What follows belongs to an exercise in optimizing a design on an open flow for a short achievable clock period and few clock cycles; a production flow would make more cautious choices.
Only simulation tests tie the RTL to the original design; equivalence was not proved.
Power figures rest on the tool's default switching activity, not on a simulated workload.

`config.mk`:
```
export PLATFORM = sky130hd
export DESIGN_NAME = simplecore
export DESIGN_NICKNAME = simplecore
export VERILOG_FILES = /design/flow/design.v
export SDC_FILE = /design/flow/constraint.sdc
export NUM_CORES = 4
export LEC_CHECK = 0
export CAP_MARGIN = 20
export CORE_MARGIN = 2
export CORE_UTILIZATION = 40
export SLEW_MARGIN = 20
```
`constraint.sdc`:
```
create_clock -name core_clock -period 11.5 [get_ports {clk}]
set_input_delay 2.3000 -clock core_clock [delete_from_list [all_inputs] [get_ports {clk}]]
set_output_delay 2.3000 -clock core_clock [all_outputs]
set_load 0.01 [all_outputs]
```
`design.v`:
```
module	csa16 (
	x,
	y,
	z,
	s,
	c
);
input	[15:0]	x, y, z;
output	[15:0]	s, c;
wire	[15:0]	maj = (x & y) | (x & z) | (y & z);
assign	s = x ^ y ^ z;
assign	c = {maj[14:0], 1'b0};
endmodule
module	simplecore (
	clk,
	nreset,
	iAddr,
	iData,
	dAddr,
	dIn,
	dOut,
	nRW
);
input		clk;
input		nreset;
output	[15:0]	iAddr;     
input	[15:0]	iData;     
output	[15:0]	dAddr;     
input	[15:0]	dIn;       
output	[15:0]	dOut;      
output		nRW;
reg	[15:0]	pc;		 
reg	[15:0]	fInst;		 
reg		refillTmp, refill;
reg	[ 1:0]	cond;
reg		cmpFlag;
reg		branchFlag;
reg		srOEn, eSrWbEn;
reg	[ 2:0]	aluCtl;
reg		aluOEn;
reg	[ 2:0]	shiftCtl;
reg		shiftOEn;
reg		mulOEn;
reg	[ 3:0]	wbIdx;
reg		eWbEn;
reg		eIAregCtl;
reg		dInCtl;
reg		eDOutCtl;
reg	[15:0]	opA, opB;	 
reg	[ 3:0]	sr;		 
reg	[16*15-1:0]	rf;		 
wire	zFlag = sr[2];
wire	execFlag = (cond == 2'd2) || (cond == 2'd0 && zFlag) ||
		   (cond == 2'd1 && ~zFlag);
wire	live     = execFlag & ~refill;
wire	flush    = branchFlag & live;
wire	wbEn     = eWbEn & live;
wire	srWbEn   = eSrWbEn & live;
wire	iAregCtl = eIAregCtl & live;
wire	[15:0]	aluA = srOEn ? {sr, 12'b0} : opA;
reg	[15:0]	aluOut;
reg		aluCarry;
always @(*)
begin
	casex (aluCtl)
		3'b000:	{aluCarry, aluOut} = {1'b0, aluA};
		3'b001:	{aluCarry, aluOut} = {1'b0, opB};
		3'b010:	{aluCarry, aluOut} = {1'b0, aluA & opB};
		3'b011:	{aluCarry, aluOut} = {1'b0, aluA | opB};
		3'b10?:	{aluCarry, aluOut} = aluA + opB;
		default: {aluCarry, aluOut} = aluA - opB;
	endcase
end
wire	aluOverflow = (aluA[15] == opB[15]) && (aluA[15] != aluOut[15]);
wire	[ 3:0]	condFlag = {aluOut[15], ~|aluOut,
			    aluCtl[2] ? aluCarry : 1'b0,
			    aluCtl[2] ? aluOverflow : 1'b0};
wire	[ 3:0]	amt = opB[3:0];
wire	[31:0]	rot = {opA, opA} >> amt;
wire	[31:0]	asr = {{16{opA[15]}}, opA} >> amt;
reg	[15:0]	shiftOut;
always @(*)
begin
	casex (shiftCtl)
		3'b0??:	shiftOut = opA << amt;
		3'b100:	shiftOut = opA >> amt;
		3'b101:	shiftOut = asr[15:0];
		default: shiftOut = rot[15:0];
	endcase
end
wire	[15:0]	mulOut = opA * opB;
wire	[15:0]	busW = aluOEn   ? aluOut   :
		       shiftOEn ? shiftOut :
		       mulOEn   ? mulOut   :
		       dInCtl   ? dIn      : 16'b0;
assign	dAddr = opA;
assign	dOut  = opB;
assign	nRW   = eDOutCtl & live;
assign	iAddr = pc;
reg	[ 2:0]	instId;
always @(*)
begin
	casex (fInst[15:12])
		4'b00??: instId = 3'd0;
		4'b01??: instId = 3'd1;
		4'b100?: instId = 3'd2;
		4'b1010: instId = 3'd3;
		4'b1011: instId = 3'd4;
		4'b1111: instId = 3'd6;
		default: instId = 3'd5;
	endcase
end
wire	[ 2:0]	opcode = fInst[13:11];
wire	[ 3:0]	rs1Idx = fInst[ 3: 0];
wire	[ 3:0]	rs2Idx = {1'b0, fInst[ 6: 4]};
wire	[ 3:0]	rdIdx  = fInst[10: 7];
wire	isBranch = (instId == 3'd5);
wire	immFlag  = (instId == 3'd0);
wire	[15:0]	dImm = isBranch ? {{4{fInst[11]}}, fInst[11:0]} : {9'b0, fInst[6:0]};
wire	[ 1:0]	dCond = (isBranch && ~refill) ? fInst[13:12] : 2'd2;
wire	dCmpFlag = (fInst[15:11] == 5'b00101);
wire	dSrWbEn  = (fInst[15:11] == 5'b00110) || (fInst[15:11] == 5'b00101);
wire	dSrOEn   = (fInst[15:11] == 5'b00111);
reg	[ 2:0]	opTmp;
reg		dAluOEn, dShiftOEn, dMulOEn, dWbTmp, dIAreg, dDIn, dDOut;
always @(*)
begin
	{opTmp, dAluOEn, dShiftOEn, dMulOEn, dWbTmp, dIAreg, dDIn, dDOut} = 10'b0;
	case (instId)
		3'd0:   {opTmp, dAluOEn, dShiftOEn, dMulOEn, dWbTmp, dIAreg, dDIn, dDOut} = {opcode,  7'b1001000};
		3'd1:   {opTmp, dAluOEn, dShiftOEn, dMulOEn, dWbTmp, dIAreg, dDIn, dDOut} = {opcode,  7'b1001000};
		3'd2:   {opTmp, dAluOEn, dShiftOEn, dMulOEn, dWbTmp, dIAreg, dDIn, dDOut} = {3'b0,    7'b0101000};
		3'd3:   {opTmp, dAluOEn, dShiftOEn, dMulOEn, dWbTmp, dIAreg, dDIn, dDOut} = {3'd0, 7'b0001010};
		3'd4:  {opTmp, dAluOEn, dShiftOEn, dMulOEn, dWbTmp, dIAreg, dDIn, dDOut} = {3'd0, 7'b0000001};
		3'd5: {opTmp, dAluOEn, dShiftOEn, dMulOEn, dWbTmp, dIAreg, dDIn, dDOut} = {3'd1, 7'b1000100};
		3'd6:    {opTmp, dAluOEn, dShiftOEn, dMulOEn, dWbTmp, dIAreg, dDIn, dDOut} = {3'b0,    7'b0011000};
		default: ;
	endcase
end
reg	[ 2:0]	dAluCtl;
always @(*)
begin
	case (opTmp)
		3'd0: dAluCtl = immFlag ? 3'b001 : 3'b000;
		3'd1: dAluCtl = 3'b100;
		3'd2: dAluCtl = 3'b110;
		3'd3: dAluCtl = 3'b010;
		3'd4:  dAluCtl = 3'b011;
		3'd5: dAluCtl = 3'b110;
		default: dAluCtl = 3'b000;
	endcase
end
reg	[ 2:0]	dShiftCtl;
always @(*)
begin
	case (fInst[12:11])
		2'd0: dShiftCtl = 3'b000;
		2'd1: dShiftCtl = 3'b100;
		2'd2: dShiftCtl = 3'b101;
		default: dShiftCtl = 3'b110;
	endcase
end
wire	[ 3:0]	aIdx = immFlag ? rdIdx : (isBranch ? 4'd15 : rs1Idx);
wire	immOEn = immFlag | isBranch | (instId == 3'd3);
wire	[ 3:0]	bIdx = (instId == 3'd4) ? rdIdx : rs2Idx;
wire	[15:0]	pcInc = pc + 16'd2;
reg	[15:0]	rfA, rfB;
integer	k;
always @(*)
begin
	rfA = pcInc;
	rfB = pcInc;
	for (k = 0; k < 15; k = k + 1)
	begin
		if (aIdx == k)
			rfA = rf[k*16 +: 16];
		if (bIdx == k)
			rfB = rf[k*16 +: 16];
	end
end
wire	fwdA = wbEn && (wbIdx == aIdx) && (aIdx != 4'd15);
wire	fwdB = wbEn && (wbIdx == bIdx) && (bIdx != 4'd15);
wire	[15:0]	dOpA = fwdA ? busW : rfA;
wire	[15:0]	dOpB = immOEn ? dImm : (fwdB ? busW : rfB);
always @(posedge clk)
	fInst <= iData;
always @(posedge clk)
begin
	if (~nreset)
	begin
		pc		<= 16'b0;
		refillTmp	<= 1'b1;
		refill		<= 1'b1;
		cond		<= 2'd2;
		eSrWbEn		<= 1'b0;
		eWbEn		<= 1'b0;
		eIAregCtl	<= 1'b0;
		branchFlag	<= 1'b0;
		eDOutCtl	<= 1'b0;
		sr		<= 4'b0;
	end
	else
	begin
		pc <= iAregCtl ? aluOut : pcInc;
		if (flush)
		begin
			refillTmp <= 1'b1;
			refill    <= 1'b1;
		end
		else
		begin
			refillTmp <= 1'b0;
			refill    <= refillTmp;
		end
		cond		<= dCond;
		cmpFlag		<= dCmpFlag;
		branchFlag	<= isBranch;
		srOEn		<= dSrOEn;
		eSrWbEn		<= dSrWbEn;
		aluCtl		<= dAluCtl;
		aluOEn		<= dAluOEn;
		shiftCtl	<= dShiftCtl;
		shiftOEn	<= dShiftOEn;
		mulOEn		<= dMulOEn;
		wbIdx		<= rdIdx;
		eWbEn		<= dWbTmp & ~dCmpFlag;
		eIAregCtl	<= dIAreg;
		dInCtl		<= dDIn;
		eDOutCtl	<= dDOut;
		opA		<= dOpA;
		opB		<= dOpB;
		if (srWbEn)
			sr <= cmpFlag ? condFlag : busW[15:12];
	end
end
integer	w;
always @(posedge clk)
	for (w = 0; w < 15; w = w + 1)
		if (wbEn && wbIdx == w)
			rf[w*16 +: 16] <= busW;
endmodule
```
`run.sh`:
```
#!/bin/bash
# synth_recipe.tcl (not shown) runs the flow's synth.tcl, then flattens the netlist and writes it again
# the make line also repeats each setting of config.mk as NAME=value (left out here)
make -C /OpenROAD-flow-scripts/flow DESIGN_CONFIG=/design/flow/config.mk WORK_HOME=/design/flow/orfs CLKGATE_MAP_FILE= SYNTH_SCRIPT=/design/flow/synth_recipe.tcl finish
```
==> flow_summary.ini, run 1 <==
[yosys]
syn_inst = 2503
synth_ff_type = edfxtp_1
synth_fp_nets = 2688
yosysSeqAreaShare_pct = 39.7
synth_simple_gate_area_share_pct = 15.5
synth_xor_xnor_area_share_pct = 3.01
ys_ff_latch = 332
synth_top_family_by_area = compound AO/OA/AOI/OAI gates
synth_compound_area_share_pct = 20.3
synthAdderAreaFrac_pct = 10.4
ys_async_sr_fraction_pct = 0
avgSynthCellArea_um2 = 9.59
synth_edf_count = 288
muxShareOfSynthArea_pct = 5.62
yosys.area.top_type = edfxtp_1
synth_top_area_share_pct = 36.0
synth_cell_types = 94
yosys_warnings = 1
synth.area.top_cells = edfxtp_1 36%, fa_1 6.8%, nand2_1 4.5%
syn_area_mm2 = 0.0240

[detailed_routing]
vias = 22100
drc_errors = 0
wirelength_mm = 104
drt_iter0_drc = 2968
first_pass_iters = 6
antenna_left = 0
wl_per_cell_um = 31.3
vias_per_cell = 6.63

[timing]
finalSetupViolCount = 0
finalCritPeriodShare_pct = 64.9
worst_slack_ns = 4.04
rsz0062_at_grt = false
drv_slew = 0
fin_hold_ws_ns = 0.408
period_needed_ns = 7.46
relSlewSlack_pct = 21.6
clock_skew_ns = 0.0232
fin_setup_tns_ns = 0
fmax_mhz = 134
hold_viol = 0
worst_pin_slew_ns = 1.15

[worst_setup_path]
critPathKind = flop to flop
rr_worst_depth = 20
r2r-start = opA[5]
cp.arrival_ns = 7.77
endpoint_kind = flop
r2r-end = rf[143]
regToRegSetupSlack_ns = 4.04
worstPathRequired_ns = 11.81
crit_fanout = 21
start_kind = flop

[clock_network]
post_cts_resized = 0
hold_buffers = 0
cts_setup_buffers = 0
cts.clk_slew.worst_paths_ns = 0.06
htree_levels = 2
clock-root-buffer = clkbuf_16
cts_buffers = 38
cts_sinks = 332
cts_tree = built
worstSkewPairLatency_ns = 0.59
clockBufferDepth = 3

[global_route]
overflow = 0
grt_start_max_net_pins = 58
grt_usage_pct = 32.9
grt_pass1_vias = 21000
antenna_found_initial = 2
grt_pass1_wl_mm = 151

[floorplanning]
placementRows = 89
dieArea_mm2 = 0.0620
io-pin-count = 83
die_x_um = 249
core_mm2 = 0.0592
die-height_um = 249
initial_core_util_pct = 40.5

[power_and_ir_drop]
ir_drop_mv = 0.292
p_per_area_mw_per_mm2 = 221
leakagePower_nw = 10.0

[place]
place_hpwl_mm = 73.2
placed_cells = 3267
gp_congestion = 0.986
dp_worst_setup_slack_ns = 4.11
place_area_mm2 = 0.0258
io_buffer_count = 82

[outcome]
status = finished clean

[final_layout]
n_antenna_cell = 0
nets = 2719
syn2layout_area_growth_pct = 12.8
final_cells = 3336
drive_above_1_share_pct = 9.21
fin_area_mm2 = 0.0271

[run]
maxCapViolations = 0

[worst_hold_path]
holdPathEnd = refill
hp-start = refillTmp
holdPathStages = 1
hold_path.class = flop to flop
synthesized netlist by cell type, drive strengths merged, types with 9 or more instances:
library cell	instances
a211o	16
a211oi	42
a21o	14
a21oi	167
a221oi	24
a222oi	10
a22o	9
a22oi	22
a31oi	38
and2	76
and3	19
buf	65
clkbuf	111
dfxtp	44
edfxtp	288
fa	81
ha	70
inv	147
mux2	22
mux2i	55
mux4	23
nand2	286
nand2b	21
nand3	65
nand4	10
nor2	176
nor2b	23
nor3	53
nor3b	9
o2111ai	9
o211ai	26
o21a	18
o21ai	157
o221ai	20
o22ai	49
o31ai	15
or3	18
xnor2	60
xor2	20
power by group:
part | switching (mW) | internal, mW
logic | 1.93 | 1.25
registers | 0.0793 | 1.44
clock network | 0.536 | 0.741
routing by layer:
layer  wire (um)  global-route usage, %  share of wire (%)  vias to the layer above
li1            -                      -                  -                     9298
met1       42300                   45.8                 41                    11000
met4        4440                   12.8                4.3                        6
met5         141                   1.39               0.14                        -
met2       45700                   49.9                 44                     1514
met3       11700                   6.93                 11                      265
worst max-delay path by stage:
| stage | startpoint | endpoint | depth (start not counted) |
|---|---|---|---|
| final | opA[5] | rf[143] | 20 |
| after global routing | opB[1] | rf[127] | 20 |
| after CTS | opA[5] | rf[127] | 20 |
| after detailed placement | opA[5] | rf[31] | 20 |
| after global placement | opB[1] | rf[15] | 19 |
| after floorplan | opB[1] | opB[13] | 23 |
kinds of logic after synthesis:
family | count (synthesis)
adder cells (fa/ha/maj) | 151
multiplexers | 100
flip-flops | 332
buffers and inverters | 325
AO/OA/AOI/OAI | 728
AND/OR/NAND/NOR | 786
XOR/XNOR | 81
placed cells by master, fill, tap and decap left out, types with 19 or more instances in the layout:
master,netlist,final
mux2_2,21,21
o221ai_1,20,19
o211ai_1,26,26
a31oi_1,38,38
dfxtp_1,44,43
nand2b_1,21,21
and2_1,75,75
edfxtp_1,288,288
xor2_1,20,20
clkdlybuf4s50_1,0,81
xnor2_1,60,60
fa_1,81,81
nor3_1,49,44
a22oi_1,22,22
mux2i_1,51,51
o22ai_1,49,49
a211oi_1,38,36
nand2_1,285,284
inv_1,147,147
nor2_1,175,174
nor2b_1,23,23
a221oi_1,22,22
a21oi_1,166,163
o21ai_0,143,141
nand3_1,64,64
buf_4,4,84
clkbuf_16,0,38
ha_1,70,70
and3_1,19,19
mux4_2,23,23
sequential cells by signal, indices dropped and copies added, names as in the netlist, 2 cells and up:
signal    count
aluCtl        3
opB          16
opA          16
fInst        16
shiftCtl      3
pc           16
wbIdx         4
rf          240
sr            4
cond          2
layout make-up:
type	count	area, um^2
clock inverters	18	262
repair buffers	167	1470
well taps	773	967
fillers	5658	32100
multi-input cells	1846	13300
clock buffers	51	1020
flip-flops and latches	332	9530
inverters	149	559
per-stage QoR:
stage	util [%]	power, mW
final	45.7	5.98
after global placement	43.5	4.64
after CTS	45.7	5.95
after floorplan	-	3.66
after detailed placement	43.6	4.67
after global routing	45.7	6.36
critical path: stages (launching register included):
cell and delay (ns):
edfxtp_1 1.04, and2_1 0.25, fa_1 0.40, inv_1 0.08, fa_1 0.43, fa_1 0.51
fa_1 0.55, inv_1 0.06, fa_1 0.49, inv_1 0.05, fa_1 0.48, inv_1 0.04
ha_1 0.33, nand2_1 0.10, a21boi_0 0.08, a31oi_1 0.23, a21oi_1 0.13, xnor2_1 0.15
a2111oi_0 1.01, a21oi_1 0.28, inv_1 0.47
Testbench counts, summed over its fixed seeds: cycles 54,356.
==> run 2: changes to the inputs <==
--- a/design.v
+++ b/design.v
@@ -10,6 +10,50 @@
 wire	[15:0]	maj = (x & y) | (x & z) | (y & z);
 assign	s = x ^ y ^ z;
 assign	c = {maj[14:0], 1'b0};
+endmodule
+module	mul (
+	mulAIn,
+	mulBIn,
+	mulOut
+);
+input	[15:0]	mulAIn;	 
+input	[15:0]	mulBIn;	 
+output	[15:0]	mulOut;
+wire	[16:0]	b = {mulBIn, 1'b0};
+wire	[15:0]	row [0:7];
+wire	[ 7:0]	neg;
+genvar	k, i;
+generate
+	for (k = 0; k < 8; k = k + 1) begin : gbooth
+		wire	one = b[2*k+1] ^ b[2*k];
+		wire	two = (b[2*k+2] & ~b[2*k+1] & ~b[2*k]) |
+			      (~b[2*k+2] & b[2*k+1] & b[2*k]);
+		assign	neg[k] = b[2*k+2];
+		for (i = 0; i < 16; i = i + 1) begin : gbit
+			if (i < 2*k) begin : glo
+				assign row[k][i] = (k > 0 && i == 2*k-2) ? neg[k-1] : 1'b0;
+			end else if (i == 2*k) begin : gfirst
+				assign row[k][i] = (one & mulAIn[0]) ^ neg[k];
+			end else begin : grest
+				assign row[k][i] = ((one & mulAIn[i-2*k]) |
+						    (two & mulAIn[i-2*k-1])) ^ neg[k];
+			end
+		end
+	end
+endgenerate
+wire	[15:0]	row8 = {1'b0, neg[7], 14'b0};
+wire	[15:0]	a0, a1, a2, a3, a4, a5;
+csa16	Ia0 (row[0], row[1], row[2], a0, a1);
+csa16	Ia1 (row[3], row[4], row[5], a2, a3);
+csa16	Ia2 (row[6], row[7], row8,   a4, a5);
+wire	[15:0]	b0, b1, b2, b3;
+csa16	Ib0 (a0, a1, a2, b0, b1);
+csa16	Ib1 (a3, a4, a5, b2, b3);
+wire	[15:0]	c0, c1;
+csa16	Ic0 (b0, b1, b2, c0, c1);
+wire	[15:0]	d0, d1;
+csa16	Id0 (c0, c1, b3, d0, d1);
+assign	mulOut = d0 + d1;
 endmodule
 module	simplecore (
 	clk,
@@ -47,6 +91,12 @@
 reg		dInCtl;
 reg		eDOutCtl;
 reg	[15:0]	opA, opB;	 
+reg	[15:0]	mulA, mulB;	 
+reg	[15:0]	dAddrR, dOutR;	 
+reg		nRWR;
+reg		wEn;
+reg	[ 3:0]	wIdx;
+reg	[15:0]	wVal;
 reg	[ 3:0]	sr;		 
 reg	[16*15-1:0]	rf;		 
 wire	zFlag = sr[2];
@@ -88,14 +138,19 @@
 		default: shiftOut = rot[15:0];
 	endcase
 end
-wire	[15:0]	mulOut = opA * opB;
-wire	[15:0]	busW = aluOEn   ? aluOut   :
-		       shiftOEn ? shiftOut :
-		       mulOEn   ? mulOut   :
-		       dInCtl   ? dIn      : 16'b0;
-assign	dAddr = opA;
-assign	dOut  = opB;
-assign	nRW   = eDOutCtl & live;
+wire	[15:0]	mulOut;
+mul	Imul (
+	.mulAIn		(mulA		),
+	.mulBIn		(mulB		),
+	.mulOut		(mulOut		)
+);
+wire	[15:0]	busW = (aluOEn   ? aluOut   : 16'b0) |
+		       (shiftOEn ? shiftOut : 16'b0) |
+		       mulOut |
+		       (dInCtl   ? dIn      : 16'b0);
+assign	dAddr = dAddrR;
+assign	dOut  = dOutR;
+assign	nRW   = nRWR;
 assign	iAddr = pc;
 reg	[ 2:0]	instId;
 always @(*)
@@ -178,12 +233,37 @@
 			rfB = rf[k*16 +: 16];
 	end
 end
-wire	fwdA = wbEn && (wbIdx == aIdx) && (aIdx != 4'd15);
-wire	fwdB = wbEn && (wbIdx == bIdx) && (bIdx != 4'd15);
-wire	[15:0]	dOpA = fwdA ? busW : rfA;
-wire	[15:0]	dOpB = immOEn ? dImm : (fwdB ? busW : rfB);
+wire	fwdA  = wbEn && (wbIdx == aIdx) && (aIdx != 4'd15);
+wire	fwdB  = wbEn && (wbIdx == bIdx) && (bIdx != 4'd15);
+wire	fwdWA = wEn && (wIdx == aIdx);
+wire	fwdWB = wEn && (wIdx == bIdx);
+wire	[15:0]	regA = fwdWA ? wVal : rfA;
+wire	[15:0]	regB = fwdWB ? wVal : rfB;
+wire	[15:0]	dOpA = fwdA ? busW : regA;
+wire	[15:0]	dOpB = immOEn ? dImm : (fwdB ? busW : regB);
+wire	isMem  = (instId == 3'd3) || (instId == 3'd4);
 always @(posedge clk)
-	fInst <= iData;
+begin
+	fInst	<= iData;
+	opA	<= dOpA;
+	opB	<= dOpB;
+	mulA	<= dMulOEn ? dOpA : 16'b0;
+	mulB	<= dMulOEn ? dOpB : 16'b0;
+	dAddrR	<= isMem ? dOpA : 16'b0;
+	dOutR	<= isMem ? dOpB : 16'b0;
+	wEn	<= wbEn && (wbIdx != 4'd15);
+	wIdx	<= wbIdx;
+	wVal	<= busW;
+	cmpFlag	<= dCmpFlag;
+	srOEn	<= dSrOEn;
+	aluCtl	<= dAluCtl;
+	aluOEn	<= dAluOEn;
+	shiftCtl <= dShiftCtl;
+	shiftOEn <= dShiftOEn;
+	mulOEn	<= dMulOEn;
+	wbIdx	<= rdIdx;
+	dInCtl	<= dDIn;
+end
 always @(posedge clk)
 begin
 	if (~nreset)
@@ -197,6 +277,7 @@
 		eIAregCtl	<= 1'b0;
 		branchFlag	<= 1'b0;
 		eDOutCtl	<= 1'b0;
+		nRWR		<= 1'b0;
 		sr		<= 4'b0;
 	end
 	else
@@ -213,22 +294,12 @@
 			refill    <= refillTmp;
 		end
 		cond		<= dCond;
-		cmpFlag		<= dCmpFlag;
 		branchFlag	<= isBranch;
-		srOEn		<= dSrOEn;
 		eSrWbEn		<= dSrWbEn;
-		aluCtl		<= dAluCtl;
-		aluOEn		<= dAluOEn;
-		shiftCtl	<= dShiftCtl;
-		shiftOEn	<= dShiftOEn;
-		mulOEn		<= dMulOEn;
-		wbIdx		<= rdIdx;
 		eWbEn		<= dWbTmp & ~dCmpFlag;
 		eIAregCtl	<= dIAreg;
-		dInCtl		<= dDIn;
 		eDOutCtl	<= dDOut;
-		opA		<= dOpA;
-		opB		<= dOpB;
+		nRWR		<= dDOut & ~flush & ~refillTmp;
 		if (srWbEn)
 			sr <= cmpFlag ? condFlag : busW[15:12];
 	end
@@ -236,6 +307,6 @@
 integer	w;
 always @(posedge clk)
 	for (w = 0; w < 15; w = w + 1)
-		if (wbEn && wbIdx == w)
-			rf[w*16 +: 16] <= busW;
+		if (wEn && wIdx == w)
+			rf[w*16 +: 16] <= wVal;
 endmodule
==> flow_summary.ini, run 2 <==
[outcome]
status = finished clean

[global_route]
overflow = 0
grt_pass1_wl_mm = 173
grt_start_max_net_pins = 73
busiest_layer = met2
grt_usage_pct = 33.7
grt_pass1_vias = 23900
use_met2_pct = 53.3
grt_use_met1_pct = 43.5
met3_usage_pct = 7.08
antenna_found_initial = 2

[clock_network]
cts_setup_buffers = 0
worstSkewPairLatency_ns = 0.61
clock-root-buffer = clkbuf_16
clockBufferDepth = 3
hold_buffers = 0
cts.clk_slew.worst_paths_ns = 0.07
cts_sinks = 416
post_cts_resized = 0
htree_levels = 2
cts_buffers = 45
cts_tree = built

[worst_hold_path]
hold_path.class = flop to flop
holdPathEnd = wIdx[2]
hp-start = wbIdx[2]
holdPathStages = 0

[worst_setup_path]
critical-path-slowest-cell = fa_1
cpPeakStageDelay_ns = 0.60
regToRegSetupSlack_ns = 5.37
cp.arrival_ns = 6.61
rr_worst_depth = 20
crit_fanout = 54
start_kind = flop
r2r-start = mulB[5]
r2r-end = opB[15]
critPathKind = flop to flop
startpoint = mulB[5]
path_cells = buf_4 > clkinv_1 > nand2_1 > o21ai_0 > nand2_1 > o221ai_1 > fa_1 > fa_1 > fa_1 > inv_1 > fa_1 > xnor2_1 > xnor3_1 > xnor3_1 > xnor2_1 > xnor3_1 > xor2_1 > a211o_1 > o21ai_1 > o21ai_1
worstPathRequired_ns = 11.98
endpoint_kind = flop
cpMostUsedCell = fa_1

[yosys]
yosysSeqAreaShare_pct = 39.4
syn_inst = 3013
muxShareOfSynthArea_pct = 5.67
synth.area.top_cells = edfxtp_1 26%, dfxtp_1 13%, nand2_1 5.0%
synth_fp_nets = 3141
synthTopCellsByCount = 364 x nand2_1, 240 x edfxtp_1, 237 x nor2_1
synth_top_area_share_pct = 26.5
ys_async_sr_fraction_pct = 0
synth.most_common_cell = nand2_1
synth_cell_types = 106
synth_edf_count = 240
ys_ff_latch = 416
synth_top_family_by_area = compound AO/OA/AOI/OAI gates
synth_simple_gate_area_share_pct = 17.0
yosys_warnings = 2
synth_xor_xnor_area_share_pct = 3.53
synth_compound_area_share_pct = 22.5
synth_ff_type = edfxtp_1
syn_area_mm2 = 0.0272
synthAdderAreaFrac_pct = 6.76
yosys.area.top_type = edfxtp_1
avgSynthCellArea_um2 = 9.04

[timing]
clock_skew_ns = 0.0288
fmax_mhz = 163
finalSetupViolCount = 0
rsz0062_at_grt = false
relSlewSlack_pct = 7.51
hold_viol = 0
period_needed_ns = 6.13
fin_hold_ws_ns = 0.414
drv_slew = 0
finalCritPeriodShare_pct = 53.3
worst_pin_slew_ns = 1.39
fin_setup_tns_ns = 0
worst_slack_ns = 5.37

[final_layout]
regMostFlops = rf
fin_area_mm2 = 0.0305
syn2layout_area_growth_pct = 12.0
multi_input_area_mm2 = 0.0151
layout_commonest_cell = nand2_1
nets = 3132
final_cells = 3915
final_core_util_pct = 45.3
fill_cells = 6510
largest_register_ffs = 240
final_cell_mix = 364 x nand2_1, 240 x edfxtp_1, 236 x nor2_1
drive_above_1_share_pct = 9.14
register_area_mm2 = 0.0107

[detailed_routing]
antenna_left = 0
vias = 25600
wirelength_mm = 121
drt_iter0_drc = 3626
wl_per_cell_um = 31.0
vias_per_cell = 6.53
first_pass_iters = 8
drc_errors = 0

[power_and_ir_drop]
p_sw_mw = 1.84
p_per_area_mw_per_mm2 = 163
p_clk_share_pct = 31.9
pwr-share-comb_pct = 28.2
leakagePower_nw = 10.9
ir_drop_mv = 0.114
seqPwrFrac_pct = 39.9
p_int_mw = 3.14
p_sw_share_pct = 37.0
power.total_mw = 4.98

[floorplanning]
core_mm2 = 0.0673
die_x_um = 265
dieArea_mm2 = 0.0702
placementRows = 95
io-pin-count = 83
die-height_um = 265
initial_core_util_pct = 40.5

[place]
gp_congestion = 1.01
place_hpwl_mm = 87.4
place_area_mm2 = 0.0289
placed_cells = 3829
dp_worst_setup_slack_ns = 5.44
io_buffer_count = 82

[run]
maxCapViolations = 0
-- run 2: cell count changes after synthesis, sizes merged, moves of 52 or more --
cell   previous run  this run
nand2           286       364
and2             76        24
o21ai           157       239
a21oi           167       220
dfxtp            44       176
nor2            176       240
-- run 2: logic make-up (layout without fill, tap and decap cells) --
kind of cell    after synthesis  count (layout)
xor+xnor                    105             105
fa+ha+maj                   132             132
simple gates                975             975
other cells                   0               1
flops                       416             416
mux                         116             116
compound gates              931             931
buf+inv                     338             366
-- run 2: how the worst max path moves through the flow --
| stage | slack (ns) | endpoint | cells past startpoint |
|---|---|---|---|
| 6_report | 5.37 | opB[15] | 20 |
| 3_3_place_gp | 5.55 | mulB[15] | 20 |
| 5_1_grt | 4.96 | mulA[11] | 20 |
| 3_5_place_dp | 5.44 | opB[15] | 19 |
| 2_1_floorplan | 5.75 | opB[15] | 19 |
| 4_1_cts | 5.43 | opB[15] | 19 |
-- run 2: final cells by class --
type	count	area share, %
tap	873	3.58
multi-input combinational	2259	49.6
timing repair buffer	171	4.92
clock inverter	33	1.34
inverter	111	1.37
sequential	416	35.2
antenna	1	0.00820
clock buffer	51	3.94
-- run 2: power groups by stage --
stage                     Sequential [mW]  Combinational (mW)  Clock [mW]
after detailed placement             2.01                1.36           0
after CTS                            1.97                1.37        1.59
after global placement               2.00                1.35           0
after floorplan                      1.88               0.815           0
final                                1.99                1.41        1.59
after global routing                 1.99                1.47        1.66
-- run 2: critical path: cells and delay by family (launching register included) --
| kind | cells | cell delay [ns] |
|---|---|---|
| AO/OA/AOI/OAI | 5 | 0.89 |
| XOR/XNOR | 6 | 1.62 |
| adder cells (fa/ha/maj) | 4 | 1.89 |
| buffers and inverters | 3 | 0.97 |
| flip-flops | 1 | 0.31 |
| AND/OR/NAND/NOR | 2 | 0.29 |
-- run 2: per-layer routing --
| metal | share of wire (%) | vias up |
|---|---|---|
| met5 | 0.011 | - |
| met4 | 6.0 | 2 |
| met3 | 9.4 | 297 |
| met2 | 45 | 1526 |
| met1 | 39 | 12600 |
| li1 | - | 11100 |
Testbench counts of run 2, summed over its fixed seeds: cycles 54,356.
==> run 3: changes to the inputs <==
--- a/config.mk
+++ b/config.mk
@@ -5,7 +5,9 @@
 export SDC_FILE = /design/flow/constraint.sdc
 export NUM_CORES = 4
 export LEC_CHECK = 0
+export ABC_CLOCK_PERIOD_IN_PS = 3000
 export CAP_MARGIN = 20
 export CORE_MARGIN = 2
 export CORE_UTILIZATION = 40
+export SETUP_SLACK_MARGIN = 5
 export SLEW_MARGIN = 20
==> flow_summary.ini, run 3 <==
[outcome]
status = finished clean

[timing]
worst_pin_slew_ns = 1.29
fmax_mhz = 165
period_needed_ns = 6.05
rsz0062_at_grt = false
fin_setup_tns_ns = 0
finalSetupViolCount = 0
finalCritPeriodShare_pct = 52.6
clock_skew_ns = 0.0288
relSlewSlack_pct = 13.7
hold_viol = 0
worst_slack_ns = 5.45
drv_slew = 0

[floorplanning]
die-height_um = 265
io-pin-count = 83
die_x_um = 265
dieArea_mm2 = 0.0702
placementRows = 95
core_mm2 = 0.0673
initial_core_util_pct = 40.5

[final_layout]
layout_commonest_cell = nand2_1
regMostFlops = rf
syn2layout_area_growth_pct = 12.1
final_core_util_pct = 45.4
fin_area_mm2 = 0.0305
nets = 3132
final_cell_mix = 364 x nand2_1, 240 x edfxtp_1, 236 x nor2_1
final_cells = 3914
drive_above_1_share_pct = 9.21
largest_register_ffs = 240
n_antenna_cell = 0

[power_and_ir_drop]
ir_drop_mv = 0.115
seqPwrFrac_pct = 39.9
p_sw_share_pct = 37.1
p_per_area_mw_per_mm2 = 163
leakagePower_nw = 10.9
p_int_mw = 3.14
p_clk_share_pct = 31.9
p_sw_mw = 1.85
pwr-share-comb_pct = 28.3

[worst_setup_path]
critPathKind = flop to flop
cp_top_family = adder cells
cpPeakStageDelay_ns = 0.82
crit_buf_inv = 1
crit_cells = 18
critical-path-slowest-cell = dfxtp_2
start_kind = flop
endpoint_kind = flop
cp.arrival_ns = 6.53
crit_fanout = 38
regToRegSetupSlack_ns = 5.45
rr_worst_depth = 18
worstPathRequired_ns = 11.98
path_cells = buf_4 > maj3_1 > o22ai_1 > a21oi_1 > fa_1 > fa_1 > fa_1 > ha_1 > ha_1 > o21a_1 > a21oi_1 > o31ai_1 > a21oi_1 > a31oi_1 > a221oi_1 > a311o_1 > a221oi_2 > o21ai_1

[global_route]
grt_start_max_net_pins = 73
antenna_found_initial = 2
grt_pass1_wl_mm = 173
grt_usage_pct = 33.7
grt_pass1_vias = 23900
overflow = 0

[clock_network]
cts_tree = built
worstSkewPairLatency_ns = 0.61
clock-root-buffer = clkbuf_16
cts_setup_buffers = 0
cts.clk_slew.worst_paths_ns = 0.07
htree_levels = 2
cts_buffers = 45
cts_sinks = 416
clockBufferDepth = 3

[yosys]
syn_area_mm2 = 0.0272
yosysSeqAreaShare_pct = 39.4
synth.area.top_cells = edfxtp_1 26%, dfxtp_1 13%, nand2_1 5.0%
synth_fp_nets = 3141
yosys_warnings = 2
yosys.area.top_type = edfxtp_1
synth_edf_count = 240
ys_async_sr_fraction_pct = 0
synth_top_area_share_pct = 26.5
avgSynthCellArea_um2 = 9.04
ys_ff_latch = 416
synth_ff_type = edfxtp_1
synth_cell_types = 106
syn_inst = 3013
synthTopCellsByCount = 364 x nand2_1, 240 x edfxtp_1, 237 x nor2_1
synth.most_common_cell = nand2_1

[worst_hold_path]
holdPathStages = 0
hold_path.class = flop to flop

[place]
gp_congestion = 1.01
placed_cells = 3829
io_buffer_count = 82
place_area_mm2 = 0.0289
place_hpwl_mm = 87.4
dp_worst_setup_slack_ns = 5.44

[detailed_routing]
wl_per_cell_um = 31.0
drt_iter0_drc = 3689
vias_per_cell = 6.50
drc_errors = 0
first_pass_iters = 7
vias = 25400
antenna_left = 0
wirelength_mm = 121

[run]
maxCapViolations = 0
run 3: cell counts after synthesis:
No cell type changed its count.
run 3: worst paths after layout:
kind                  end  startpoint
setup / recovery  opB[14]     mulB[1]
hold / removal    wIdx[2]    wbIdx[2]
setup reg to reg  opB[14]     mulB[1]
hold reg to reg   wIdx[2]    wbIdx[2]
run 3: cell families (layout without fill, tap and decap cells):
group | count (synthesis) | in the layout | share of synthesized area, %
AO/OA/AOI/OAI | 931 | 931 | 22.5
buffers and inverters | 338 | 366 | 5.20
flip-flops | 416 | 416 | 39.4
XOR/XNOR | 105 | 105 | 3.53
adder cells (fa/ha/maj) | 132 | 132 | 6.76
multiplexers | 116 | 116 | 5.67
AND/OR/NAND/NOR | 975 | 975 | 17.0
run 3: power by group through the flow:
stage	Clock [mW]	Combinational, mW	Sequential (mW)
after detailed placement	0	1.36	2.01
after floorplan	0	0.815	1.88
after global placement	0	1.35	2.00
final	1.59	1.41	1.99
after CTS	1.59	1.37	1.97
after global routing	1.66	1.47	1.99
run 3: per-layer routing:
layer  GRT usage [%]  routed length (um)  vias up
met5               0                  13        -
met4            17.6                7340        2
met3            7.08               11100      310
met2            53.3               54900     1458
met1            43.5               48100    12500
li1                -                   -    11100
run 3: final cells by class:
type | count | area (um^2)
Clock buffer | 51 | 1200
Clock inverter | 33 | 409
Fill cell | 6508 | 36800
Inverter | 111 | 420
Multi-Input combinational cell | 2259 | 15200
Sequential cell | 416 | 10700
Tap cell | 873 | 1090
Timing Repair Buffer | 171 | 1500
run 3: repair_timing:
action                                  4_1_cts  5_1_grt
hold buffers                                  0        0
gates resized for setup                       0        2
endpoints found under the setup margin        0        2
endpoints found under the hold margin         0        0
run 3: stage by stage:
stage	hold WS [ns]	power, mW
floorplan	0.356	2.69
global placement	0.402	3.35
detailed placement	0.411	3.37
CTS	0.414	4.94
global route	0.416	5.11
finish	0.417	4.98
==> run 4: changes to the inputs <==
==> flow/run.sh (new file) <==
#!/bin/bash
# The standard layout (the standard.sh: the standard synthesis and the
# ORFS steps) with timing repair aimed well below the clock period: every
# repair_timing step works until the setup slack is SETUP_SLACK_MARGIN ns.
# The clock, constraints and all other settings are the design's.
set -euo pipefail
bash standard.sh SETUP_SLACK_MARGIN=8 finish > standard.log 2>&1
==> standard.sh (new file) <==
#!/bin/bash
# synth_recipe.tcl (not shown) runs the flow's synth.tcl, then flattens the netlist and writes it again
# the make line also repeats each setting of config.mk as NAME=value (left out here)
make -C /OpenROAD-flow-scripts/flow DESIGN_CONFIG=/design/flow/config.mk WORK_HOME=/design/flow/orfs CLKGATE_MAP_FILE= SYNTH_SCRIPT=/design/flow/synth_recipe.tcl "${@:-finish}"
removed: run.sh
==> flow_summary.ini, run 4 <==
[yosys]
synth_edf_count = 240
syn_area_mm2 = 0.0272
synth.most_common_cell = nand2_1
synthTopCellsByCount = 364 x nand2_1, 240 x edfxtp_1, 237 x nor2_1
avgSynthCellArea_um2 = 9.04
synth_ff_type = edfxtp_1
synth_cell_types = 106
synth.area.top_cells = edfxtp_1 26%, dfxtp_1 13%, nand2_1 5.0%
synth_top_area_share_pct = 26.5
yosysSeqAreaShare_pct = 39.4
yosys_warnings = 2
ys_ff_latch = 416
yosys.area.top_type = edfxtp_1
synth_fp_nets = 3141
ys_async_sr_fraction_pct = 0
syn_inst = 3013

[floorplanning]
dieArea_mm2 = 0.0702
io-pin-count = 83
die_x_um = 265
placementRows = 95
initial_core_util_pct = 40.5
core_mm2 = 0.0673
die-height_um = 265

[power_and_ir_drop]
p_int_mw = 3.32
p_per_area_mw_per_mm2 = 152
p_sw_share_pct = 37.8
seqPwrFrac_pct = 38.0
ir_drop_mv = 0.108
p_sw_mw = 2.02
pwr-share-comb_pct = 34.1
p_clk_share_pct = 27.9
leakagePower_nw = 12.6
power.total_mw = 5.34

[final_layout]
largest_register_ffs = 240
final_cells = 4108
n_antenna_cell = 0
regMostFlops = rf
layout_commonest_cell = nand2_1
final_core_util_pct = 52.1
drive_above_1_share_pct = 26.4
nets = 3328
fin_area_mm2 = 0.0351
final_cell_mix = 348 x nand2_1, 240 x edfxtp_1, 214 x nor2_1
syn2layout_area_growth_pct = 28.8

[worst_hold_path]
hold_path.class = flop to flop
hp-start = wbIdx[3]

[detailed_routing]
vias = 27400
vias_per_cell = 6.68
drt_iter0_drc = 3812
wl_per_cell_um = 32.3
antenna_left = 0
drc_errors = 0
wirelength_mm = 133
first_pass_iters = 6

[timing]
rsz0062_at_grt = true
hold_viol = 0
worst_pin_slew_ns = 1.27
fmax_mhz = 196
period_needed_ns = 5.11
drv_slew = 0
clock_skew_ns = 0.0296
fin_hold_ws_ns = 0.412
relSlewSlack_pct = 15.0
worst_slack_ns = 6.39
fin_setup_tns_ns = 0
finalSetupViolCount = 0
finalCritPeriodShare_pct = 44.5

[place]
placed_cells = 3823
gp_congestion = 1.02
dp_worst_setup_slack_ns = 5.44
io_buffer_count = 82
place_hpwl_mm = 87.1
place_area_mm2 = 0.0290

[global_route]
grt_usage_pct = 36.2
grt_pass1_wl_mm = 186
antenna_found_initial = 3
grt_pass1_vias = 25600
grt_start_max_net_pins = 48
overflow = 0

[worst_setup_path]
critPathKind = flop to flop
startpoint = mulB[3]
r2r-start = mulB[3]
start_kind = flop
path_cells = buf_12 > buf_16 > buf_8 > buf_6 > o22ai_2 > a21oi_2 > fa_1 > inv_2 > fa_2 > fa_1 > fa_1 > inv_2 > ha_4 > a2111oi_4 > a21oi_1 > a31oi_1 > a221oi_2 > a311o_1 > a221oi_2 > nor3_1
cp_top_family = adder cells
crit_fanout = 7
critical-path-slowest-cell = fa_1
worstPathRequired_ns = 11.94
cpMostUsedCell = fa_1
endpoint_kind = flop
cpPeakStageDelay_ns = 0.55
crit_buf_inv = 6
cp.arrival_ns = 5.56

[run]
maxCapViolations = 0

[clock_network]
htree_levels = 2
worstSkewPairLatency_ns = 0.60
hold_buffers = 0
cts_buffers = 46
clockBufferDepth = 3
cts.clk_slew.worst_paths_ns = 0.07
cts_sinks = 416
cts_tree = built
clock-root-buffer = clkbuf_16

[outcome]
status = finished clean
## run 4: changes by cell type in the layout (fill, tap and decap cells not counted), moves of 22 or more
| cell | before | now |
|---|---|---|
| dfxtp_4 | 0 | 37 |
| clkdlybuf4s50_1 | 82 | 30 |
| buf_6 | 1 | 38 |
| buf_4 | 87 | 176 |
| buf_12 | 0 | 32 |
| dfxtp_2 | 10 | 33 |
| o21ai_0 | 218 | 182 |
| dfxtp_1 | 166 | 106 |
| clkdlybuf4s15_2 | 0 | 22 |
| a21oi_2 | 0 | 27 |
| a21oi_1 | 220 | 186 |
| nor2_1 | 236 | 214 |
## run 4: logic make-up after synthesis
kind of cell / count (synthesis) / share of synthesized area (%)
adder cells (fa/ha/maj): 132 / 6.76
buffers and inverters: 338 / 5.20
multiplexers: 116 / 5.67
flip-flops: 416 / 39.4
XOR/XNOR: 105 / 3.53
AO/OA/AOI/OAI: 931 / 22.5
AND/OR/NAND/NOR: 975 / 17.0
## run 4: cell type report
| cell class | instances | area, um^2 |
|---|---|---|
| fill | 5954 | 32200 |
| multi-input combinational | 2260 | 17000 |
| tap | 873 | 1090 |
| clock inverter | 25 | 194 |
| inverter | 111 | 470 |
| clock buffer | 58 | 1290 |
| timing repair buffer | 364 | 4080 |
| sequential | 416 | 10900 |
| timing repair inverter | 1 | 5.00 |
## run 4: worst reg2reg max path, delay by kind of cell (launching register included)
kind,cells,cell delay [ns]
flip-flops,1,0.37
AND/OR/NAND/NOR,1,0.09
adder cells (fa/ha/maj),5,2.26
AO/OA/AOI/OAI,8,1.65
buffers and inverters,6,0.62
## run 4: path summary, 6_finish.rpt
kind               end  slack, ns  depth (start not counted)
min reg2reg    wIdx[3]       0.41                          0
min            wIdx[3]       0.41                          0
max reg2reg  dOutR[14]       6.39                         20
max          dOutR[14]       6.39                         20
## run 4: timing repair
action | in CTS | in global routing
pin swaps | 119 | 99
gates resized for setup | 575 | 175
gates cloned | 23 | 4
setup buffers | 111 | 63
endpoints found under the setup margin | 176 | 127
## run 4: power groups by stage
| stage | combinational, mW | clock (mW) | sequential, mW |
|---|---|---|---|
| detailed placement | 1.34 | 0 | 2.04 |
| global route | 1.88 | 1.55 | 2.02 |
| floorplan | 0.833 | 0 | 1.88 |
| CTS | 1.64 | 1.49 | 2.01 |
| global placement | 1.33 | 0 | 2.04 |
| finish | 1.82 | 1.49 | 2.03 |
## run 4: routing by layer
layer / global-route usage [%] / up-vias / share of wire (%)
met4: 21.2 / 6 / 7.4
met3: 7.14 / 428 / 11
li1: - / 11600 / -
met1: 46.9 / 13600 / 38
met2: 56.2 / 1850 / 44
met5: 0 / - / 0.023
==> run 5: changes to the inputs <==
--- a/flow/run.sh
+++ b/flow/run.sh
@@ -4,4 +4,4 @@
 # repair_timing step works until the setup slack is SETUP_SLACK_MARGIN ns.
 # The clock, constraints and all other settings are the design's.
 set -euo pipefail
-bash standard.sh SETUP_SLACK_MARGIN=8 finish > standard.log 2>&1
+bash standard.sh SETUP_SLACK_MARGIN=10 finish > standard.log 2>&1
==> config.mk (replaced) <==
export PLATFORM = sky130hd
export DESIGN_NAME = simplecore
export DESIGN_NICKNAME = simplecore
export VERILOG_FILES = /design/flow/design.v
export SDC_FILE = /design/flow/constraint.sdc
export NUM_CORES = 4
export LEC_CHECK = 0
export ABC_CLOCK_PERIOD_IN_PS = 2000
export CAP_MARGIN = 20
export CORE_MARGIN = 2
export CORE_UTILIZATION = 55
export SLEW_MARGIN = 20
==> flow_summary.ini, run 5 <==
[worst_hold_path]
hold_path.class = flop to flop

[clock_network]
hold_buffers = 0
cts_sinks = 416
worstSkewPairLatency_ns = 0.63
cts.clk_slew.worst_paths_ns = 0.07
clock-root-buffer = clkbuf_16
cts_buffers = 45
htree_levels = 2
cts_tree = built
clockBufferDepth = 3

[yosys]
ys_async_sr_fraction_pct = 0
yosysSeqAreaShare_pct = 39.4
synth.area.top_cells = edfxtp_1 26%, dfxtp_1 13%, nand2_1 5.0%
synth_edf_count = 240
synthTopCellsByCount = 364 x nand2_1, 240 x edfxtp_1, 237 x nor2_1
synth_cell_types = 106
synth_ff_type = edfxtp_1
yosys_warnings = 2
synth_fp_nets = 3141
ys_ff_latch = 416
syn_inst = 3013
avgSynthCellArea_um2 = 9.04
syn_area_mm2 = 0.0272
synth_top_area_share_pct = 26.5
yosys.area.top_type = edfxtp_1
synth.most_common_cell = nand2_1

[power_and_ir_drop]
leakagePower_nw = 13.3
ir_drop_mv = 0.143
p_per_area_mw_per_mm2 = 154

[place]
gp_congestion = 1.02
io_buffer_count = 82
place_hpwl_mm = 80.9
place_area_mm2 = 0.0290

[worst_setup_path]
cp.arrival_ns = 5.82
endpoint_kind = flop
cpPeakStageDelay_ns = 0.56
crit_fanout = 5
start_kind = flop
critical-path-slowest-cell = fa_2
regToRegSetupSlack_ns = 6.13
critPathKind = flop to flop
worstPathRequired_ns = 11.95
path_cells = buf_4 > buf_16 > maj3_2 > o22ai_2 > a21oi_2 > fa_1 > inv_1 > fa_1 > inv_2 > fa_2 > ha_4 > ha_4 > a21oi_1 > nor2_2 > nor2_1 > a211o_1 > xor2_2 > nand3_2 > a31o_4 > o22ai_4 > nor3_1

[detailed_routing]
vias_per_cell = 7.52
drt_iter0_drc = 5803
wl_per_cell_um = 35.2
antenna_left = 0
drc_errors = 0
wirelength_mm = 140
vias = 29900
first_pass_iters = 10

[final_layout]
drive_above_1_share_pct = 31.5
multi_input_area_mm2 = 0.0177
register_area_mm2 = 0.0110
regMostFlops = rf
final_cell_mix = 346 x nand2_1, 240 x edfxtp_1, 224 x buf_4
syn2layout_area_growth_pct = 34.0
nets = 3398
largest_register_ffs = 240
fill_cells = 3218
fin_area_mm2 = 0.0365
layout_commonest_cell = nand2_1

[timing]
rsz0062_at_grt = true
worst_pin_slew_ns = 1.27
drv_slew = 0
finalSetupViolCount = 0
finalCritPeriodShare_pct = 46.7
hold_viol = 0
fmax_mhz = 186
fin_setup_tns_ns = 0
relSlewSlack_pct = 14.8
clock_skew_ns = 0.0281
period_needed_ns = 5.37

[global_route]
overflow = 0
grt_start_max_net_pins = 51
grt_usage_pct = 50.6
grt_pass1_wl_mm = 187
grt_pass1_vias = 27300
antenna_found_initial = 10

[floorplanning]
die-height_um = 227
dieArea_mm2 = 0.0513
initial_core_util_pct = 55.6
core_mm2 = 0.0490
placementRows = 81
die_x_um = 227
io-pin-count = 83

[run]
maxCapViolations = 0

[outcome]
status = finished clean
==> run 5: worst paths after layout <==
check,startpoint,to,cells after the start
worst max register to register,mulB[3],mulA[13],21
worst max-delay path,mulB[3],mulA[13],21
worst min register to register,wbIdx[2],wIdx[2],0
worst min-delay path,wbIdx[2],wIdx[2],0
==> run 5: cells by family (layout without fill, tap and decap cells) <==
kind of cell,Yosys count,count (layout),share of synthesized area (%)
AOI/OAI and AO/OA,931,933,22.5
xor gates and xnor gates,105,105,3.53
adders and majority gates,132,132,6.76
buffers and inverters,338,626,5.20
DFF,416,416,39.4
muxes,116,117,5.67
other,0,6,0
and+or+nand+nor,975,976,17.0
==> run 5: where the power goes <==
group	leakage, nW	total, mW	switching, mW	internal, mW
sequential	3.67	2.05	0.306	1.75
clock	0.724	1.49	0.666	0.825
combinational	8.95	2.09	1.24	0.851
total	13.3	5.63	2.21	3.42
==> run 5: repair_timing <==
item                                    4_1_cts  5_1_grt
gates cloned                                 29        7
resized for setup                           722      243
setup buffers                               165       90
pin swaps                                   118      131
endpoints found under the hold margin         0        0
endpoints found under the setup margin      447      305
==> run 5: final cells by class <==
| class | count | share of cell area, % |
|---|---|---|
| clock buffer | 59 | 3.46 |
| timing repair inverter | 1 | 0.0137 |
| inverter | 111 | 1.31 |
| antenna | 6 | 0.0411 |
| tap | 664 | 2.28 |
| sequential | 416 | 30.1 |
| multi-input combinational | 2263 | 48.4 |
| clock inverter | 23 | 0.538 |
| timing repair buffer | 432 | 13.9 |
==> run 5: routing by layer <==
metal	vias up	routed length, um	global-route usage [%]
li1	11700	-	-
met1	14000	43800	58.8
met2	3034	59000	77.6
met3	1090	21200	16.4
met4	2	16100	39.4
met5	-	13	0
==> run 5: metrics by stage <==
stage                     hold WS [ns]  setup WS [ns]  instances  power [mW]  utilization [%]
after global routing             0.425           6.08       3971        5.67             74.5
final                            0.426           6.13       3975        5.63             74.6
after CTS                        0.424           6.43       3872        5.14             70.6
after global placement           0.408           5.57       3596        3.33             59.2
after floorplan                  0.356           6.63       3013        2.75                -
after detailed placement         0.414           5.36       3596        3.35             59.2
==> run 5: critical path, delay by kind of cell (launching register included) <==
family                     cells  cell delay, ns
adders and majority gates      6            2.40
AOI/OAI and AO/OA              6            1.20
and+or+nand+nor                4            0.54
DFF                            1            0.40
buffers and inverters          4            0.40
xor gates and xnor gates       1            0.23
==> run 6: changes to the inputs <==
--- a/design.v
+++ b/design.v
@@ -11,32 +11,51 @@
 assign	s = x ^ y ^ z;
 assign	c = {maj[14:0], 1'b0};
 endmodule
+module	boothDigits (
+	b,
+	digits
+);
+input	[15:0]	b;
+output	[23:0]	digits;
+wire	[16:0]	bx = {b, 1'b0};
+genvar	k;
+generate
+	for (k = 0; k < 8; k = k + 1) begin : gdig
+		assign	digits[3*k]   = bx[2*k+1] ^ bx[2*k];
+		assign	digits[3*k+1] = (bx[2*k+2] & ~bx[2*k+1] & ~bx[2*k]) |
+					(~bx[2*k+2] & bx[2*k+1] & bx[2*k]);
+		assign	digits[3*k+2] = bx[2*k+2];
+	end
+endgenerate
+endmodule
 module	mul (
-	mulAIn,
-	mulBIn,
+	aL,
+	aH,
+	dL,
+	dH,
 	mulOut
 );
-input	[15:0]	mulAIn;	 
-input	[15:0]	mulBIn;	 
+input	[15:0]	aL;
+input	[ 7:0]	aH;
+input	[11:0]	dL;
+input	[23:0]	dH;
 output	[15:0]	mulOut;
-wire	[16:0]	b = {mulBIn, 1'b0};
 wire	[15:0]	row [0:7];
-wire	[ 7:0]	neg;
+wire	[ 7:0]	neg = {dH[23], dH[20], dH[17], dH[14], dH[11], dH[8], dH[5], dH[2]};
 genvar	k, i;
 generate
 	for (k = 0; k < 8; k = k + 1) begin : gbooth
-		wire	one = b[2*k+1] ^ b[2*k];
-		wire	two = (b[2*k+2] & ~b[2*k+1] & ~b[2*k]) |
-			      (~b[2*k+2] & b[2*k+1] & b[2*k]);
-		assign	neg[k] = b[2*k+2];
 		for (i = 0; i < 16; i = i + 1) begin : gbit
+			wire	one = (i < 8 && k < 4) ? dL[3*k]   : dH[3*k];
+			wire	two = (i < 8 && k < 4) ? dL[3*k+1] : dH[3*k+1];
+			wire	ng  = (i < 8 && k < 4) ? dL[3*k+2] : dH[3*k+2];
 			if (i < 2*k) begin : glo
 				assign row[k][i] = (k > 0 && i == 2*k-2) ? neg[k-1] : 1'b0;
 			end else if (i == 2*k) begin : gfirst
-				assign row[k][i] = (one & mulAIn[0]) ^ neg[k];
+				assign row[k][i] = (one & (k < 4 ? aL[0] : aH[0])) ^ ng;
 			end else begin : grest
-				assign row[k][i] = ((one & mulAIn[i-2*k]) |
-						    (two & mulAIn[i-2*k-1])) ^ neg[k];
+				assign row[k][i] = ((one & (k < 4 ? aL[i-2*k] : aH[(i-2*k) % 8])) |
+						    (two & (k < 4 ? aL[i-2*k-1] : aH[(i-2*k-1) % 8]))) ^ ng;
 			end
 		end
 	end
@@ -91,7 +110,10 @@
 reg		dInCtl;
 reg		eDOutCtl;
 reg	[15:0]	opA, opB;	 
-reg	[15:0]	mulA, mulB;	 
+reg	[15:0]	mulAL;
+reg	[ 7:0]	mulAH;
+reg	[11:0]	digL;
+reg	[23:0]	digH;
 reg	[15:0]	dAddrR, dOutR;	 
 reg		nRWR;
 reg		wEn;
@@ -140,14 +162,16 @@
 end
 wire	[15:0]	mulOut;
 mul	Imul (
-	.mulAIn		(mulA		),
-	.mulBIn		(mulB		),
+	.aL		(mulAL		),
+	.aH		(mulAH		),
+	.dL		(digL		),
+	.dH		(digH		),
 	.mulOut		(mulOut		)
 );
-wire	[15:0]	busW = (aluOEn   ? aluOut   : 16'b0) |
-		       (shiftOEn ? shiftOut : 16'b0) |
-		       mulOut |
-		       (dInCtl   ? dIn      : 16'b0);
+wire	[15:0]	busWo = (aluOEn   ? aluOut   : 16'b0) |
+			(shiftOEn ? shiftOut : 16'b0) |
+			(dInCtl   ? dIn      : 16'b0);
+wire	[15:0]	busW = busWo | mulOut;
 assign	dAddr = dAddrR;
 assign	dOut  = dOutR;
 assign	nRW   = nRWR;
@@ -239,16 +263,23 @@
 wire	fwdWB = wEn && (wIdx == bIdx);
 wire	[15:0]	regA = fwdWA ? wVal : rfA;
 wire	[15:0]	regB = fwdWB ? wVal : rfB;
-wire	[15:0]	dOpA = fwdA ? busW : regA;
-wire	[15:0]	dOpB = immOEn ? dImm : (fwdB ? busW : regB);
+wire	[15:0]	dOpAo = fwdA ? busWo : regA;
+wire	[15:0]	dOpBo = immOEn ? dImm : (fwdB ? busWo : regB);
+wire	[15:0]	dOpA = (fwdA & mulOEn) ? mulOut : dOpAo;
+wire	[15:0]	dOpB = (fwdB & mulOEn & ~immOEn) ? mulOut : dOpBo;
+wire	[23:0]	dDig;
+boothDigits	IboothDigits (
+	.b		(dMulOEn ? dOpB : 16'b0),
+	.digits		(dDig		)
+);
 wire	isMem  = (instId == 3'd3) || (instId == 3'd4);
 always @(posedge clk)
 begin
 	fInst	<= iData;
 	opA	<= dOpA;
 	opB	<= dOpB;
-	mulA	<= dMulOEn ? dOpA : 16'b0;
-	mulB	<= dMulOEn ? dOpB : 16'b0;
+	mulAL	<= dMulOEn ? dOpA : 16'b0;
+	digL	<= dDig[11:0];
 	dAddrR	<= isMem ? dOpA : 16'b0;
 	dOutR	<= isMem ? dOpB : 16'b0;
 	wEn	<= wbEn && (wbIdx != 4'd15);
@@ -279,6 +310,8 @@
 		eDOutCtl	<= 1'b0;
 		nRWR		<= 1'b0;
 		sr		<= 4'b0;
+		mulAH		<= 8'b0;
+		digH		<= 24'b0;
 	end
 	else
 	begin
@@ -300,6 +333,8 @@
 		eIAregCtl	<= dIAreg;
 		eDOutCtl	<= dDOut;
 		nRWR		<= dDOut & ~flush & ~refillTmp;
+		mulAH		<= dMulOEn ? dOpA[7:0] : 8'b0;
+		digH		<= dDig;
 		if (srWbEn)
 			sr <= cmpFlag ? condFlag : busW[15:12];
 	end
--- a/flow/run.sh
+++ b/flow/run.sh
@@ -4,4 +4,4 @@
 # repair_timing step works until the setup slack is SETUP_SLACK_MARGIN ns.
 # The clock, constraints and all other settings are the design's.
 set -euo pipefail
-bash standard.sh SETUP_SLACK_MARGIN=10 finish > standard.log 2>&1
+bash standard.sh SETUP_SLACK_MARGIN=8 finish > standard.log 2>&1
--- a/config.mk
+++ b/config.mk
@@ -5,8 +5,9 @@
 export SDC_FILE = /design/flow/constraint.sdc
 export NUM_CORES = 4
 export LEC_CHECK = 0
-export ABC_CLOCK_PERIOD_IN_PS = 2000
+export ABC_CLOCK_PERIOD_IN_PS = 3000
 export CAP_MARGIN = 20
 export CORE_MARGIN = 2
-export CORE_UTILIZATION = 55
+export CORE_UTILIZATION = 40
+export SETUP_SLACK_MARGIN = 5
 export SLEW_MARGIN = 20
==> flow_summary.ini, run 6 <==
[timing]
fmax_mhz = 191
fin_setup_tns_ns = 0
finalCritPeriodShare_pct = 45.4
finalSetupViolCount = 0
relSlewSlack_pct = 14.9
rsz0062_at_grt = true
hold_viol = 0
worst_pin_slew_ns = 1.27
clock_skew_ns = 0.0404
period_needed_ns = 5.22
drv_slew = 0

[worst_setup_path]
cp_top_family = adder cells
crit_fanout = 6
regToRegSetupSlack_ns = 6.28
crit_buf_inv = 5
start_kind = flop
critPathKind = flop to flop
path_cells = buf_4 > a22oi_2 > xor2_1 > fa_1 > fa_1 > inv_1 > fa_1 > ha_4 > ha_4 > and3_4 > a2111o_1 > buf_4 > buf_6 > a21oi_4 > or3_4 > nand2_4 > o2bb2ai_4 > buf_4 > nor3b_2 > o21ba_2
critical-path-slowest-cell = fa_1
worstPathRequired_ns = 12.00
endpoint_kind = flop
cp.arrival_ns = 5.73
cpPeakStageDelay_ns = 0.56

[yosys]
synth_ff_type = edfxtp_1
avgSynthCellArea_um2 = 9.56
yosys.area.top_type = edfxtp_1
synth_cell_types = 108
synth_fp_nets = 2961
synthTopCellsByCount = 267 x nor2_1, 240 x edfxtp_1, 227 x nand2_1
syn_inst = 2832
yosysSeqAreaShare_pct = 41.8
synth_top_area_share_pct = 26.6
synth.area.top_cells = edfxtp_1 27%, dfxtp_1 15%, nor2_1 3.7%
yosys_warnings = 2
syn_area_mm2 = 0.0271
ys_async_sr_fraction_pct = 0
synth_edf_count = 240
ys_ff_latch = 445
synth.most_common_cell = nor2_1

[power_and_ir_drop]
p_per_area_mw_per_mm2 = 165
ir_drop_mv = 0.117
leakagePower_nw = 13.2
power.total_mw = 5.84

[clock_network]
clock-root-buffer = clkbuf_16
clockBufferDepth = 3
cts_buffers = 51
htree_levels = 2
cts_sinks = 445
hold_buffers = 0
worstSkewPairLatency_ns = 0.64
cts_tree = built
cts.clk_slew.worst_paths_ns = 0.06

[final_layout]
regMostFlops = rf
layout_commonest_cell = edfxtp_1
largest_register_ffs = 240
drive_above_1_share_pct = 28.7
largestRegisters = rf: 240 flops, digH: 24 flops
final_cell_mix = 240 x edfxtp_1, 237 x nor2_1, 222 x buf_4
nets = 3230
syn2layout_area_growth_pct = 30.8
fill_cells = 6154

[floorplanning]
die-height_um = 264
placementRows = 95
core_mm2 = 0.0670
initial_core_util_pct = 40.4
io-pin-count = 83
die_x_um = 264
dieArea_mm2 = 0.0698

[detailed_routing]
vias = 27100
drc_errors = 0
drt_iter0_drc = 4239
antenna_left = 0
vias_per_cell = 6.74
wl_per_cell_um = 35.5
wirelength_mm = 143
first_pass_iters = 7

[run]
maxCapViolations = 0

[place]
gp_congestion = 1.02
io_buffer_count = 82
place_hpwl_mm = 98.0

[global_route]
antenna_found_initial = 7
overflow = 0
grt_pass1_wl_mm = 194
grt_start_max_net_pins = 49
grt_usage_pct = 38.8
grt_pass1_vias = 25200

[worst_hold_path]
hold_path.class = flop to flop

[outcome]
status = finished clean
[run 6: cell types whose count changed after synthesis, sizes merged, moves of 12 or more]
cell	change
nor3	-12
dfxtp	+29
a21oi	-60
maj3	-38
mux2i	+24
mux2	+14
nor2	+28
clkbuf	-13
nand4	+20
nand2	-135
xnor2	+49
o21ai	-111
buf	-31
a22oi	+57
[run 6: routing by layer]
metal,share of wire [%],vias up,GRT usage [%],wire [um]
met4,5.3,4,16.0,7530
met2,42,1953,56.6,59400
li1,-,11200,-,-
met5,0.013,-,0,19
met3,13,421,11.4,18000
met1,40,13600,53.8,57600
[run 6: timing repair]
action,4_1_cts,5_1_grt
pin swaps,82,81
gates resized for setup,570,200
setup buffers,122,98
endpoints found under the hold margin,0,0
setup endpoints to repair,209,153
cloned,12,9
[run 6: path summary, 6_finish.rpt]
kind,start,to,cells after the start
worst max register to register,digH[12],digH[22],20
worst min-delay path,wbIdx[3],wIdx[3],0
worst min register to register,wbIdx[3],wIdx[3],0
worst max-delay path,digH[12],digH[22],20
[run 6: per-stage QoR]
step / hold slack (ns) / cells / instance area, um^2 / util (%) / worst slack (ns)
3_5_place_dp: 0.416 / 3680 / 29200 / 43.6 / 5.99
6_report: 0.429 / 4019 / 35400 / 52.8 / 6.28
3_3_place_gp: 0.418 / 3679 / 29200 / 43.6 / 5.92
2_1_floorplan: 0.369 / 2832 / 27500 / - / 6.75
5_1_grt: 0.436 / 4018 / 35400 / 52.8 / 6.18
4_1_cts: 0.424 / 3908 / 33600 / 50.2 / 6.41
[run 6: layout make-up]
cell class	instances	area, um^2	share of cell area, %
Sequential cell	445	11500	32.5
Antenna cell	4	10.0	0.0283
Multi-Input combinational cell	2088	16700	47.2
Clock buffer	76	1450	4.10
Tap cell	873	1090	3.09
Clock inverter	18	180	0.509
Inverter	118	485	1.37
Timing Repair Buffer	397	3950	11.2
[run 6: cell families (layout without fill, tap and decap cells)]
logic type / count (synthesis) / count (layout) / synth area share (%)
DFF: 445 / 445 / 41.8
muxes: 147 / 148 / 6.55
adders and majority gates: 95 / 95 / 5.47
and+or+nand+nor: 881 / 881 / 15.9
other: 0 / 4 / 0
xor gates and xnor gates: 151 / 151 / 4.94
buffers and inverters: 301 / 609 / 4.61
AOI/OAI and AO/OA: 812 / 813 / 20.8
[run 6: worst register-to-register path, cell delays in order (launching register included)]
cell and delay [ns]:
dfxtp_4 0.38, buf_4 0.14, a22oi_2 0.21, xor2_1 0.20
fa_1 0.49, fa_1 0.56, inv_1 0.05, fa_1 0.56
ha_4 0.22, ha_4 0.27, and3_4 0.18, a2111o_1 0.44
buf_4 0.15, buf_6 0.11, a21oi_4 0.19, or3_4 0.19
nand2_4 0.05, o2bb2ai_4 0.28, buf_4 0.18, nor3b_2 0.04
o21ba_2 0.22
[run 6: report_power, final]
group / leakage [nW] / total, mW / switching [mW] / internal [mW]
clock: 0.793 / 1.63 / 0.706 / 0.920
combinational: 8.50 / 2.12 / 1.29 / 0.829
sequential: 3.90 / 2.10 / 0.238 / 1.86
total: 13.2 / 5.84 / 2.23 / 3.61
Testbench counts of run 6, summed over its fixed seeds: cycles 54,356.

[what the ideal ports hide]
The results above use ideal ports. As a check the final layouts listed here were re-extracted and re-timed, cells and wires unchanged.
Step 1: set_driving_cell puts a clkbuf_16 on clk and a buf_2 on each other input, an assumption about the parent block.
Step 2 moves the port delays by t, midway between the first and last clock arrival at a register: inputs arrive t later, outputs are due t later. That takes back most of the time a late clock gives input paths.
Slacks: ideal / step 1 / step 2; pairs: ideal / step 1.
| run | t (ns) | setup slack, ns | hold slack, ns | latest minus earliest clock arrival (ns) |
|---|---|---|---|---|
| run 1 | 0.633 | 4.037 / 4.037 / 4.037 | 0.408 / 0.408 / 0.408 | 0.024 / 0.023 |
| run 2 | 0.654 | 5.367 / 5.367 / 5.367 | 0.414 / 0.414 / 0.414 | 0.034 / 0.034 |
| run 3 | 0.657 | 5.446 / 5.446 / 5.446 | 0.417 / 0.417 / 0.417 | 0.039 / 0.039 |
| run 4 | 0.639 | 6.386 / 6.386 / 6.386 | 0.412 / 0.412 / 0.412 | 0.030 / 0.029 |
| run 5 | 0.679 | 6.133 / 6.133 / 6.133 | 0.426 / 0.426 / 0.426 | 0.029 / 0.029 |
| run 6 | 0.681 | 6.278 / 6.278 / 6.278 | 0.429 / 0.429 / 0.429 | 0.042 / 0.043 |
After both steps every run listed still meets setup and hold.
